What follows belongs to an exercise in optimizing a design on an open flow for small area and a short achievable clock period; a production flow would make more cautious choices.
The RTL was checked by simulation tests, not by an equivalence proof against the original design.
Power and IR drop assume default switching activity.

v41:
## muitiplier
module muitiplier(
    input clk,rstn,
    input pipeline_muitiplier_flush,
    input pipeline_muitiplier_stall,
    input [4:0] pipeline_muitiplier_subtype,
    input [31:0] pipeline_muitiplier_din1,
    input [31:0] pipeline_muitiplier_din2,
    output [31:0] muitiplier_pipeline_dout
);
export LEC_CHECK = 0
export ABC_AREA = 1
export CAP_MARGIN = 20
export CORE_MARGIN = 2
export CORE_UTILIZATION = 55
export SLEW_MARGIN = 20
export SYNTH_HIERARCHICAL = 1
create_clock -name core_clock -period 12.0 [get_ports {clk}]
standard.sh (not shown) runs the stock make flow with config.mk's settings and CLKGATE_MAP_FILE= SYNTH_SCRIPT=/design/flow/synth_recipe.tcl, a recipe that flattens the netlist after the stock synthesis.
==> flow/flow/run.sh <==
#!/bin/bash
# The standard ORFS layout (standard.sh) with three changes:
#  - every port still gets a buffer, but a buf_2 instead of the slow
#    clkdlybuf4s50_1 that buffer_ports picks by default;
#  - clock tree synthesis without dummy loads;
#  - timing repair aims for the setup slack in SETUP_SLACK_MARGIN below.
set -euo pipefail
export BUFFER_PORTS_ARGS="-buffer_cell sky130_fd_sc_hd__buf_2"
export CTS_ARGS="-sink_clustering_enable -repair_clock_nets -dont_use_dummy_load -buf_list {sky130_fd_sc_hd__clkbuf_4 sky130_fd_sc_hd__clkbuf_8}"
export SETUP_SLACK_MARGIN=5.5
bash standard.sh > standard_flow.log 2>&1
v41 went all the way through the flow, and no timing, DRC or antenna check failed.
Modified inputs, v24 compared to v41
-- flow/flow/run.sh --
<<< v41, line 8
export BUFFER_PORTS_ARGS="-buffer_cell sky130_fd_sc_hd__buf_2"
export CTS_ARGS="-sink_clustering_enable -repair_clock_nets -dont_use_dummy_load -buf_list {sky130_fd_sc_hd__clkbuf_4 sky130_fd_sc_hd__clkbuf_8}"
export SETUP_SLACK_MARGIN=5.5
bash standard.sh > standard_flow.log 2>&1
>>> v24, line 8
export BUFFER_PORTS_ARGS="-buffer_cell sky130_fd_sc_hd__buf_2"
export CTS_ARGS="-sink_clustering_enable -repair_clock_nets -dont_use_dummy_load -buf_list {sky130_fd_sc_hd__clkbuf_4 sky130_fd_sc_hd__clkbuf_8}"
export SETUP_SLACK_MARGIN=5.6
bash standard.sh > standard_flow.log 2>&1
### Flow results
- Cmp v24 and v41 / number of cells upsized or downsized after cts / lower: v41
- Changes observed in v24 relative to v41: buffering overhead rose by 0.56 points; number of non-filler instances in the completed layout barely changed; via total after detailed routing now sits lower.
The following lists how v21 was set up differently from v24:
- setting PLACE_DENSITY to 0.7 for the first time
- changing CORE_UTILIZATION from 55 to 65
Findings:
- Final cell count | v21 below v24
- Against v24 as the reference, v21 delivers a lower total half-perimeter wirelength after legalization and detailed placement.
- Compared with v24, v21 shows via-per-instance ratio that has gone up by a few percent.
- v21 — global-route wire length before repair 4.3% lower, v24 as reference
- Of v24 and v21, the run reporting the lower final period demand of the worst path was v24.
- v21 contains more vias than v24.
Changes in v56 relative to v21:
- a change of SLEW_MARGIN from 20 to 45
- a change of CORE_UTILIZATION from 65 to 55
- a deleted PLACE_DENSITY that had been 0.7
- a change of ABC_AREA from 1 to 0
Notes after the runs:
- v21 → v56: synthesized area rose by about 3%; sequential cell count roughly the same; register-to-register path setup slack increased by 0.40 ns relative to the old numbers; core utilization of the finished layout decreased 9.4 points.
- v56 ended up with register to output port as its category of the most critical setup path; v21 ended up with input pin to register.
- v56 vs v21 — share of the synthesized area in compound gates (AO/OA/AOI/OAI) rose 1.5 points.
- Post-detailed-route wirelength per cell of v56 falls short of that of v21 by a few percent.
- Detailed-route via count, v56 vs v21: down by a few percent
The inputs of v17 differ from those of v56 as listed below.
- a change of ABC_AREA from 0 to 1
Relative to v56, first-pass GRT wire length has gone up in v17. Relative to v56, the number of gates resized after cts of v17 is lower by 79%. Relative contribution of sequential cells to total power | v17 above v56. In the tables for v17 and v56, worst hold slack after final layout reads lower with v17. Diff v17 and v56: share of final-layout standard cells stronger than drive strength 1 higher in v56. On total non-filler cell area in the finished layout: v17 sits below v56. Data required time at the worst endpoint sits higher in v17 than in v56. Total power of the final layout (v17 over v56): decrease, 0.68%. On compound-gate portion of the synthesized area: between v17 and v56, it ends up higher for v56.
[inputs] v6 vs v17
- a change of SLEW_MARGIN from 45 to 20
-- flow/flow/run.sh --
<<< v17, line 8
export BUFFER_PORTS_ARGS="-buffer_cell sky130_fd_sc_hd__buf_2"
export CTS_ARGS="-sink_clustering_enable -repair_clock_nets -dont_use_dummy_load -buf_list {sky130_fd_sc_hd__clkbuf_4 sky130_fd_sc_hd__clkbuf_8}"
export SETUP_SLACK_MARGIN=5.6
bash standard.sh > standard_flow.log 2>&1
>>> v6, line 8
export BUFFER_PORTS_ARGS="-buffer_cell sky130_fd_sc_hd__buf_2"
export CTS_ARGS="-sink_clustering_enable -repair_clock_nets -dont_use_dummy_load -buf_list {sky130_fd_sc_hd__clkbuf_4 sky130_fd_sc_hd__clkbuf_8}"
export SETUP_SLACK_MARGIN=5.8
bash standard.sh > standard_flow.log 2>&1
The cell count in v6 was higher than what v17 gave. ~same total power in v6 and v17. v6 gives more final core utilization than v17 did. Part of the total power dissipated in combinational logic (higher): v6. Global-route wire length before repair (v6 vs. v17) decreases slightly. Via-per-instance ratio delta (v6 -> v17): insignificant. The lower total clock network power of v6 and v17 is in v6. From v17 to v6, buffers plus inverters on the worst setup path did not move at all. Delta (v6 minus v17): non-clock buffer count increased by 41 relative to the old numbers, routed wire length higher.

## static timing again, ports no longer ideal
No port has a modelled driver above. Below, the same layouts with a new extraction and two added sets of constraints.
Step 1, drivers: a clkbuf_16 drives clk and a buf_2 each remaining input, both assumed.
Step 2, shift: input delay + t, output delay - t, t = (earliest + latest rising clock arrival at the registers) / 2. This alone moves slack from input paths to output paths.
Three values: ideal, step 1, step 2; two values: the first two.
run | t (ns) | setup WS [ns] | hold slack, ns | clock arrival spread, ns | slew at the worst register clock pin (ns)
v41 | 0.627 | 5.456 / 5.496 / 4.868 | 0.819 / 0.819 / 0.819 | 0.028 / 0.029 | 0.08 / 0.08
v24 | 0.557 | 5.598 / 5.628 / 5.071 | 0.807 / 0.807 / 0.807 | 0.029 / 0.028 | 0.08 / 0.08
v21 | 0.554 | 5.585 / 5.616 / 5.062 | 0.834 / 0.834 / 0.834 | 0.031 / 0.030 | 0.08 / 0.08
v56 | 0.575 | 5.329 / 5.273 / 5.099 | 0.844 / 0.844 / 0.844 | 0.032 / 0.031 | 0.09 / 0.09
v17 | 0.568 | 5.620 / 5.647 / 5.079 | 0.809 / 0.809 / 0.809 | 0.028 / 0.029 | 0.08 / 0.08
v6 | 0.612 | 5.760 / 5.734 / 5.178 | 0.872 / 0.872 / 0.872 | 0.047 / 0.046 | 0.09 / 0.09
After both steps every run listed still meets setup and hold. The setup slack of v41, which loses most, moves by +0.040 ns with the drivers and by -0.588 ns with both steps.
